This design comes from an exercise in tuning for small area on the open sky130 flow, not from production work. Only simulation tests tie the RTL to the original design; equivalence was not proved. No driver is modelled on the clock port, so clocking that relies on it looks cheaper here than on a real chip. Power and IR drop assume default switching activity.

Design usb_tx, start of the top module:
module usb_tx
(
	input logic clk,
	input logic n_rst,
	input logic [7:0] tx_packet_data,
	input logic [6:0] tx_packet_data_size,
	input logic [1:0] tx_packet,
	output logic tx_status,
	output logic get_tx_packet_data,
	output logic dplus_out,
	output logic dminus_out
);
localparam logic [3:0] S_IDLE  = 4'd0,  S_START = 4'd1, S_SYNC  = 4'd2, S_LPID = 4'd3,
                       S_DPID  = 4'd4,  S_LDATA = 4'd5, S_SEND  = 4'd6, S_CRC0 = 4'd7,
                       S_WAIT  = 4'd8,  S_DELAY = 4'd9, S_EOP   = 4'd10;
logic [3:0] st, st_n;
logic [5:0] q;          
logic       act;        
logic [6:0] saved;      
logic [6:0] rem;        
logic       f512;
logic [2:0] bs;         
logic [7:1] nptsh;      
wire  [7:1] ptsh = ~nptsh;
logic       npts0;      
logic [15:0] crc;
logic [1:0] es;         
logic       dp, dm;
wire f8       = act & (q[2:0] == 3'd0);
wire f64      = act & (q == 6'd1);
wire stuffing = bs[2] & bs[1];
wire pts0     = ~npts0;
wire ser      = pts0;
wire in_start = (st == S_START);
wire in_dpid  = (st == S_DPID);
wire in_send  = (st == S_SEND);
wire clr      = in_start | (in_dpid & f64);
always_comb begin
	st_n = st;
	case (st)
		S_IDLE:  if (tx_packet != 2'b00) st_n = S_START;
		S_START: st_n = S_SYNC;
		S_SYNC:  if (f64) st_n = S_LPID;
		S_LPID:  st_n = (tx_packet == 2'b01) ? S_DPID : S_WAIT;
		S_DPID:  if (f64) st_n = S_LDATA;
		S_LDATA: st_n = f512 ? S_CRC0 : S_SEND;
		S_SEND:  if (f64) st_n = S_LDATA;
		S_CRC0:  if (f64) st_n = S_WAIT;
		S_WAIT:  if (f64) st_n = S_DELAY;
		S_DELAY: if (f8 | f64) st_n = S_EOP;
		S_EOP:   st_n = S_IDLE;
		default: st_n = 'x;
	endcase
	if (stuffing) st_n = st;
end
logic       load;
logic [7:0] dout;
always_comb begin
	load = 1'b0;
	dout = 'x;
	case (st)
		S_START: begin load = 1'b1; dout = 8'b10000000; end
		S_LPID:  begin load = 1'b1;
			if (tx_packet == 2'b01) dout = 8'b00111100;
			else if (tx_packet == 2'b10) dout = 8'b10110100;
			else dout = 8'b10100101;
		end
		S_LDATA: begin load = 1'b1; dout = f512 ? crc[7:0] : tx_packet_data; end
  ...
For scale: ~230 cells after synthesis, about 57 flip-flops, about 23 I/O pins, about 2300 sq um of cells after synthesis.
clock: 5.0 ns
lec_check: 0
cap_margin: 20
core_margin: 2
core_utilization: 74
place_density: 0.88
slew_margin: 20
standard.sh (not shown) runs the stock make flow with config.mk's settings and CLKGATE_MAP_FILE= SYNTH_SCRIPT=/design/flow/synth_recipe.tcl, a recipe that flattens the netlist after the stock synthesis.
==> flow/flow/run.sh <==
#!/bin/bash
# Own flow: the standard layout (standard.sh) with
#  - synthesis through flow/my_synth.tcl (area-oriented ABC mapping, best of several seeds,
#    no hard adder cells),
#  - the smallest buffer on every input and output port,
#  - a small clock tree built before CTS by flow/pre_cts.tcl (a root buffer and one
#    buffer per group of registers); CTS (flow/cts_args.txt) then finds nothing to add.
# Each tool's full output goes to the ORFS logs under orfs/logs; make's output to standard.log.
set -e
F=$(pwd)/flow
export MY_ABC_SEEDS="1 2 3 4 5 6 7 8"
export MY_ABC_TIME=20
export MY_CLK_BUF=sky130_fd_sc_hd__clkbuf_8
export MY_CLK_N=3
export MY_CLK_ROOT=sky130_fd_sc_hd__clkbuf_1
bash standard.sh \
  SYNTH_SCRIPT=$F/my_synth.tcl ADDER_MAP_FILE= \
  "BUFFER_PORTS_ARGS=-buffer_cell sky130_fd_sc_hd__buf_1" \
  "CTS_ARGS=$(cat $F/cts_args.txt)" PRE_CTS_TCL=$F/pre_cts.tcl \
  finish > standard.log 2>&1
mkdir -p logs
cp -r orfs/logs/* logs/ 2>/dev/null || true
==> flow/flow/my_synth.tcl <==
# The standard flow's synthesis script (synth_recipe.tcl) with one change: the technology
# mapping step runs an area-oriented ABC script instead of ORFS's, once per
# seed in MY_ABC_SEEDS, and keeps the smallest result. Only the combinational
# logic differs; the registers are mapped before this step and are untouched.
proc synth {args} { yosys synth -nofsm -noshare {*}$args }
proc abc {args} {
  set new {}
  set skip 0
  set lib ""
  set prev ""
  foreach a $args {
    if { $prev eq "-liberty" && $lib eq "" } { set lib $a }
    set prev $a
    if { $skip } { set skip 0; continue }
    if { $a eq "-script" } { set skip 1; continue }
    lappend new $a
  }
  yosys design -save pre_abc
  set best 1e30
  foreach sd $::env(MY_ABC_SEEDS) {
    yosys design -load pre_abc
    set f [file join $::env(OBJECTS_DIR) area_$sd.abc]
    set fh [open $f w]
    puts $fh "strash\n&get -n\n&deepsyn -T $::env(MY_ABC_TIME) -S $sd\n&put\ndch -f\namap"
    close $fh
    yosys abc -script $f {*}$new
    set s [tee -q -s result.string stat -liberty $lib]
    if { [regexp {Chip area for module '[^']*': ([0-9.]+)} $s -> area] } {
      puts "ABC seed $sd: area $area"
      if { $area < $best } {
        set best $area
        yosys design -save best_abc
      }
    }
  }
  puts "ABC best area $best"
  yosys design -load best_abc
}
source $::env(SCRIPTS_DIR)/synth.tcl
# left out here: clear keep_hierarchy, flatten, clean up, hide names made inside functions, write 1_2_yosys.v
==> flow/flow/pre_cts.tcl <==
# Clock distribution for this small design: the register clock pins are split
# into MY_CLK_N groups by position (k-means), and one clock buffer per group,
# placed at the group's centre, drives that group. The clock port drives only
# these buffers (through one root buffer if MY_CLK_ROOT is set), so CTS finds
# no register sinks on its net and adds nothing.
set block [ord::get_db_block]
set db [ord::get_db]
set clknet [$block findNet clk]
set master [$db findMaster $::env(MY_CLK_BUF)]
set k $::env(MY_CLK_N)
set sinks {}
foreach it [$clknet getITerms] {
  set bb [[$it getInst] getBBox]
  lappend sinks [list $it [expr { ([$bb xMin] + [$bb xMax]) / 2.0 }] [expr { ([$bb yMin] + [$bb yMax]) / 2.0 }]]
}
set sinks [lsort -real -index 1 $sinks]
set n [llength $sinks]
# initial centres: spread along x
set cx {}; set cy {}
for { set j 0 } { $j < $k } { incr j } {
  set s [lindex $sinks [expr { int(($j + 0.5) * $n / $k) }]]
  lappend cx [lindex $s 1]; lappend cy [lindex $s 2]
}
for { set iter 0 } { $iter < 20 } { incr iter } {
  set asg {}
  foreach s $sinks {
    set best 0; set bd 1e30
    for { set j 0 } { $j < $k } { incr j } {
      set d [expr { abs([lindex $s 1] - [lindex $cx $j]) + abs([lindex $s 2] - [lindex $cy $j]) }]
      if { $d < $bd } { set bd $d; set best $j }
    }
    lappend asg $best
  }
  for { set j 0 } { $j < $k } { incr j } {
    set sx 0; set sy 0; set m 0
    foreach s $sinks a $asg {
      if { $a == $j } { set sx [expr { $sx + [lindex $s 1] }]; set sy [expr { $sy + [lindex $s 2] }]; incr m }
    }
    if { $m > 0 } { lset cx $j [expr { $sx / $m }]; lset cy $j [expr { $sy / $m }] }
  }
}
for { set j 0 } { $j < $k } { incr j } {
  set inst [odb::dbInst_create $block $master clkbuf_root_$j]
  set net [odb::dbNet_create $block clk_root_$j]
  $net setSigType CLOCK
  set m 0
  foreach s $sinks a $asg {
    if { $a == $j } {
      set it [lindex $s 0]
      $it disconnect
      $it connect $net
      incr m
    }
  }
  [$inst findITerm A] connect $clknet
  [$inst findITerm X] connect $net
  $inst setLocation [expr { int([lindex $cx $j]) }] [expr { int([lindex $cy $j]) }]
  $inst setPlacementStatus PLACED
  puts "Inserted clock buffer clkbuf_root_$j ($::env(MY_CLK_BUF)) driving $m register clock pins"
}
if { [info exists ::env(MY_CLK_ROOT)] && $::env(MY_CLK_ROOT) ne "" } {
  # one root buffer between the clock port and the group buffers
  set rinst [odb::dbInst_create $block [$db findMaster $::env(MY_CLK_ROOT)] clkbuf_root]
  set rnet [odb::dbNet_create $block clk_root]
  $rnet setSigType CLOCK
  foreach it [$clknet getITerms] {
    $it disconnect
    $it connect $rnet
  }
  [$rinst findITerm A] connect $clknet
  [$rinst findITerm X] connect $rnet
  set sx 0; set sy 0
  for { set j 0 } { $j < $k } { incr j } { set sx [expr { $sx + [lindex $cx $j] }]; set sy [expr { $sy + [lindex $cy $j] }] }
  $rinst setLocation [expr { int($sx / $k) }] [expr { int($sy / $k) }]
  $rinst setPlacementStatus PLACED
  puts "Inserted root clock buffer clkbuf_root ($::env(MY_CLK_ROOT))"
}
detailed_placement
Other scripts of this flow, unchanged in this note and not shown: flow/flow/cts_args.txt
The baseline completed without violations.
Edit:
--- a/flow/flow/run.sh
+++ b/flow/flow/run.sh
@@ -9,7 +9,7 @@
 set -e
 F=$(pwd)/flow
-export MY_ABC_SEEDS="1 2 3 4 5 6 7 8"
-export MY_ABC_TIME=20
-export MY_CLK_BUF=sky130_fd_sc_hd__clkbuf_8
+export MY_ABC_SEEDS="1 2 3 4 5 6 7 8 9 10 11 12 13 14 15 16 17 18 19 20 21 22 23 24"
+export MY_ABC_TIME=3
+export MY_CLK_BUF=sky130_fd_sc_hd__buf_6
 export MY_CLK_N=3
 export MY_CLK_ROOT=sky130_fd_sc_hd__clkbuf_1
After rerunning: The changed run went through all stages and came out clean. Total power goes down by 0.96%. Synthesized cell count goes up by 1.3%. Wire length goes up by 5.6%. Global-route usage goes up by 0.99 points. Final area is unchanged. Critical path depth goes up by 12.
Edit:
--- a/flow/flow/run.sh
+++ b/flow/flow/run.sh
@@ -9,8 +9,8 @@
 set -e
 F=$(pwd)/flow
-export MY_ABC_SEEDS="1 2 3 4 5 6 7 8 9 10 11 12 13 14 15 16 17 18 19 20 21 22 23 24"
-export MY_ABC_TIME=3
-export MY_CLK_BUF=sky130_fd_sc_hd__buf_6
-export MY_CLK_N=3
+export MY_ABC_SEEDS="1 2 3 4 5 6 7 8"
+export MY_ABC_TIME=20
+export MY_CLK_BUF=sky130_fd_sc_hd__clkbuf_8
+export MY_CLK_N=4
 export MY_CLK_ROOT=sky130_fd_sc_hd__clkbuf_1
 bash standard.sh \
--- a/flow/config.mk
+++ b/flow/config.mk
@@ -8,5 +8,5 @@
 export CAP_MARGIN = 20
 export CORE_MARGIN = 2
-export CORE_UTILIZATION = 74
-export PLACE_DENSITY = 0.88
+export CORE_UTILIZATION = 70
+export PLACE_DENSITY = 0.85
 export SLEW_MARGIN = 20
Core utilization shrinks by 1.6 points.
Via count grows by 0.40%.
Worst hold slack got worse by 96 ps.
Total power climbs by about 4.4%.
Clock power is higher by 18%.
Worst setup slack gets worse by 520 ps.
Cell area is higher by 0.55%.
Synthesized cell count went down by 1.3%.
Final cell count came out lower by 0.66%.
Edit:
--- a/flow/flow/run.sh
+++ b/flow/flow/run.sh
@@ -9,8 +9,8 @@
 set -e
 F=$(pwd)/flow
-export MY_ABC_SEEDS="1 2 3 4 5 6 7 8"
+export MY_ABC_SEEDS="1 2 3 4 5 6 7 8 4:3 5:3 9:3 10:3 15:3 17:3"
 export MY_ABC_TIME=20
 export MY_CLK_BUF=sky130_fd_sc_hd__clkbuf_8
-export MY_CLK_N=4
+export MY_CLK_N=3
 export MY_CLK_ROOT=sky130_fd_sc_hd__clkbuf_1
 bash standard.sh \
--- a/flow/flow/my_synth.tcl
+++ b/flow/flow/my_synth.tcl
@@ -18,14 +18,18 @@
   yosys design -save pre_abc
   set best 1e30
-  foreach sd $::env(MY_ABC_SEEDS) {
+  # each entry of MY_ABC_SEEDS is SEED or SEED:SECONDS (default MY_ABC_TIME)
+  foreach run $::env(MY_ABC_SEEDS) {
+    set parts [split $run :]
+    set sd [lindex $parts 0]
+    set t [expr { [llength $parts] > 1 ? [lindex $parts 1] : $::env(MY_ABC_TIME) }]
     yosys design -load pre_abc
-    set f [file join $::env(OBJECTS_DIR) area_$sd.abc]
+    set f [file join $::env(OBJECTS_DIR) area_${sd}_$t.abc]
     set fh [open $f w]
-    puts $fh "strash\n&get -n\n&deepsyn -T $::env(MY_ABC_TIME) -S $sd\n&put\ndch -f\namap"
+    puts $fh "strash\n&get -n\n&deepsyn -T $t -S $sd\n&put\ndch -f\namap"
     close $fh
     yosys abc -script $f {*}$new
     set s [tee -q -s result.string stat -liberty $lib]
     if { [regexp {Chip area for module '[^']*': ([0-9.]+)} $s -> area] } {
-      puts "ABC seed $sd: area $area"
+      puts "ABC seed $sd ($t s): area $area"
       if { $area < $best } {
         set best $area
--- a/flow/config.mk
+++ b/flow/config.mk
@@ -8,5 +8,5 @@
 export CAP_MARGIN = 20
 export CORE_MARGIN = 2
-export CORE_UTILIZATION = 70
-export PLACE_DENSITY = 0.85
+export CORE_UTILIZATION = 74
+export PLACE_DENSITY = 0.88
 export SLEW_MARGIN = 20
What happened:
- The changed run completed without violations
- synthesized area does not change
- register-to-register slack gets better by 140 ps
- total power decreases by 3.3%
- global-route usage decreases by 1.3 points
- hold slack gets better by 100 ps

-- afterwards: timing with drivers on the ports --
Ports are ideal in the flow. The routed layouts listed here were re-timed in OpenROAD.
Step 1: set_driving_cell puts a clkbuf_16 on clk and a buf_2 on each other input, an assumption about the parent block.
Step 2 also shifts input and output timing later by t, the mid clock arrival at the registers, as if the neighbouring blocks saw the same clock.
a / b / c = ideal ports / drivers / drivers and shift; a / b = the first two.
run	shift t [ns]	setup slack, ns	latest minus earliest clock arrival (ns)
the first run	0.517	1.138 / 1.114 / 1.330	0.004 / 0.004
the second run	0.488	1.475 / 1.457 / 1.475	0.021 / 0.020
the third run	0.611	0.950 / 0.929 / 1.189	0.015 / 0.015
the fourth run	0.517	1.138 / 1.114 / 1.330	0.004 / 0.004
After both steps setup and hold are still met in every run listed.
